What follows belongs to an exercise in optimizing a design on an open flow for small area, a short achievable clock period and few clock cycles; a production flow would make more cautious choices. RTL that was checked went through simulation tests only; none was proved equivalent to the original. The clock port is modelled as an ideal driver, which makes a skipped or thinned clock tree look cheaper than it is; a real chip needs a root buffer or a tree. Power is estimated from default activity; no workload was simulated.

## main
==> flow/design.v <==
`timescale 1ns/10ps
module LBP ( clk, reset, gray_addr, gray_req, gray_ready, gray_data, lbp_addr, lbp_valid, lbp_data, finish);
input clk;
input reset;
output reg [13:0] gray_addr;
output reg gray_req;
input gray_ready;
input [7:0] gray_data;
output reg [13:0] lbp_addr;
output reg lbp_valid;
output reg [7:0] lbp_data;
output reg finish;
reg [2:0] r;         
reg col_end;         
reg x_last;          
wire [6:0] gx = gray_addr[6:0];
wire [6:0] gy = gray_addr[13:7];
wire strip_end = col_end & x_last;
wire is_last = strip_end & (&gy);
always @(posedge clk or posedge reset) begin
    if (reset) begin
        gray_req <= 1'b0;
        finish <= 1'b0;
        lbp_valid <= 1'b0;
    end else begin
        lbp_valid <= gray_req & (|r[2:1]) & (|gx[6:1]);
        if (gray_req) begin
            if (is_last) begin
                gray_req <= 1'b0;
                finish <= 1'b1;
            end
        end else if (gray_ready & ~finish) begin
            gray_req <= 1'b1;
        end
    end
end
wire [6:0] y_step = {{4{col_end}}, {2{strip_end}}, 1'b1};
always @(posedge clk) begin
    x_last <= &gx;
    if (!gray_req) begin
        gray_addr <= 14'd0;
        r <= 3'd0;
        col_end <= 1'b0;
    end else begin
        r <= r + 3'd1;
        col_end <= (r == 3'd6);
        gray_addr[13:7] <= gy + y_step;
        if (col_end) gray_addr[6:0] <= gx + 7'd1;
    end
end
function [1:0] cmp_merge;
    input [1:0] hi, lo;
    cmp_merge = {hi[1] | (~hi[0] & lo[1]), hi[0] | (~hi[1] & lo[0])};
endfunction
function [1:0] cmp;
    input [7:0] a, b;
    reg [1:0] p0, p1, p2, p3, p4, p5, p6, p7;
    begin
        p0 = {a[0] & ~b[0], ~a[0] & b[0]};
        p1 = {a[1] & ~b[1], ~a[1] & b[1]};
        p2 = {a[2] & ~b[2], ~a[2] & b[2]};
        p3 = {a[3] & ~b[3], ~a[3] & b[3]};
        p4 = {a[4] & ~b[4], ~a[4] & b[4]};
        p5 = {a[5] & ~b[5], ~a[5] & b[5]};
        p6 = {a[6] & ~b[6], ~a[6] & b[6]};
        p7 = {a[7] & ~b[7], ~a[7] & b[7]};
        cmp = cmp_merge(cmp_merge(cmp_merge(p7, p6), cmp_merge(p5, p4)),
                        cmp_merge(cmp_merge(p3, p2), cmp_merge(p1, p0)));
    end
endfunction
reg [7:0] c1, c2, c3, c4, c5, c6, c7, c8, c9;
wire [1:0] k0 = cmp(gray_data, c9);
wire [1:0] k1 = cmp(c1, c9);
wire [1:0] k2 = cmp(c2, c9);
wire [1:0] k8 = cmp(c8, c9);
reg [8:0] d0;    
reg [7:0] d1;    
reg [6:0] d2;    
reg       d8;    
always @(posedge clk) begin
    c1 <= gray_data; c2 <= c1; c3 <= c2; c4 <= c3; c5 <= c4;
    c6 <= c5; c7 <= c6; c8 <= c7; c9 <= c8;
    d0 <= {d0[7:0], ~k0[1]};
    d1 <= {d1[6:0], ~k1[1]};
    d2 <= {d2[5:0], ~k2[1]};
    d8 <= ~k8[1];
    lbp_data <= {~k0[0], ~k8[0], d2[6], ~k1[0], d1[7], ~k2[0], d8, d0[8]};
    lbp_addr <= {gy - 7'd1, gx - 7'd1};
end
endmodule
clock: 4.0 ns
lec_check: 0
cap_margin: 20
core_margin: 2
core_utilization: 50
setup_slack_margin: 2.4
slew_margin: 20
standard.sh (not shown) runs the stock make flow with config.mk's settings and CLKGATE_MAP_FILE= SYNTH_SCRIPT=/design/flow/synth_recipe.tcl, a recipe that flattens the netlist after the stock synthesis.
==> flow/flow/run.sh <==
#!/bin/bash
set -euo pipefail
W=$PWD
source flow/params.sh
bash standard.sh synth > synth.log 2>&1
R=$W/orfs/results/$FLOW_PLATFORM/LBP/base
cp "$R/1_2_yosys.v" "$W/standard_1_2_yosys.v"
LIB_FILE="$FLOW_HOME/platforms/$FLOW_PLATFORM/lib/sky130_fd_sc_hd__tt_025C_1v80.lib" \
NETLIST_IN="$W/standard_1_2_yosys.v" NETLIST_OUT="$W/remapped.v" \
DONT_USE="$(cat flow/dont_use.txt)" \
  yosys -c flow/remap.tcl > remap.log 2>&1
cp "$W/remapped.v" "$R/1_2_yosys.v"
bash standard.sh PRE_CTS_TCL="$W/flow/cts_manual.tcl" \
  "BUFFER_PORTS_ARGS=-buffer_cell $PORT_BUF" finish > layout.log 2>&1
Other scripts of this flow, unchanged in this note and not shown: flow/flow/cts_manual.tcl, flow/flow/dont_use.txt, flow/flow/params.sh, flow/flow/remap.tcl
main finished end to end and its layout was clean on timing, DRC and antenna.
Testbench counts of main, summed over its fixed seeds: cycles 172,040.
--- input diff main..the feature branch ---
--- a/flow/design.v
+++ b/flow/design.v
@@ -9,15 +9,14 @@
 output reg [13:0] lbp_addr;
 output reg lbp_valid;
 output reg [7:0] lbp_data;
 output reg finish;
 reg [2:0] r;         
-reg col_end;         
-reg x_last;          
 wire [6:0] gx = gray_addr[6:0];
 wire [6:0] gy = gray_addr[13:7];
-wire strip_end = col_end & x_last;
+wire col_end = &r;
+wire strip_end = col_end & (&gx);
 wire is_last = strip_end & (&gy);
 always @(posedge clk or posedge reset) begin
     if (reset) begin
         gray_req <= 1'b0;
         finish <= 1'b0;
@@ -34,18 +33,15 @@
         end
     end
 end
 wire [6:0] y_step = {{4{col_end}}, {2{strip_end}}, 1'b1};
 always @(posedge clk) begin
-    x_last <= &gx;
     if (!gray_req) begin
         gray_addr <= 14'd0;
         r <= 3'd0;
-        col_end <= 1'b0;
     end else begin
         r <= r + 3'd1;
-        col_end <= (r == 3'd6);
         gray_addr[13:7] <= gy + y_step;
         if (col_end) gray_addr[6:0] <= gx + 7'd1;
     end
 end
 function [1:0] cmp_merge;
--- outcome ---
The feature branch was carried through to the last stage, and its layout satisfied the timing, DRC and antenna checks.
Taking main as the reference, in the feature branch final critical path time including I/O delays and setup up 0.15 ns; fill cell total of the finished layout up 22; proportion of power drawn by combinational gates up 0.2 points; synthesis-to-finish area growth up 4.9 points.
In the metrics for the feature branch and main, the one carrying the lower final weighted congestion of routability-driven global placement is the feature branch.
The feature branch and main ended up with nearly the same share of power burned in the clock network.
For the feature branch, only the layout was checked, not whether the RTL still works. In every run of this note, the design's own scripts or RTL, not TritonCTS, make the clock network.

-- static timing again, ports no longer ideal --
No port has a modelled driver above. Below, the same layouts with a new extraction and two added sets of constraints. Step 1 (the two cells are an assumption about what drives the block):
set clk [get_ports {clk}]
set_driving_cell -lib_cell sky130_fd_sc_hd__clkbuf_16 $clk
set_driving_cell -lib_cell sky130_fd_sc_hd__buf_2 [delete_from_list [all_inputs] $clk]
Step 2 times the ports against the registers' clock, not the clock port: input delays grow and output delays shrink by t, the midpoint of the rising clock arrivals with the driver on. Slacks: no drivers / after step 1 / after step 2; pairs: no drivers / after step 1.
run	t, ns	setup slack, ns	worst setup path after step 2	worst register clock-pin slew, ns
main	0.246	2.466 / 2.391 / 2.302	input to register	0.12 / 0.12
the feature branch	0.248	2.314 / 2.311 / 2.314	register to register	0.12 / 0.12
After both steps every run listed still meets setup and hold. The setup slack of main, which loses most, moves by -0.075 ns with the drivers and by -0.164 ns with both steps.
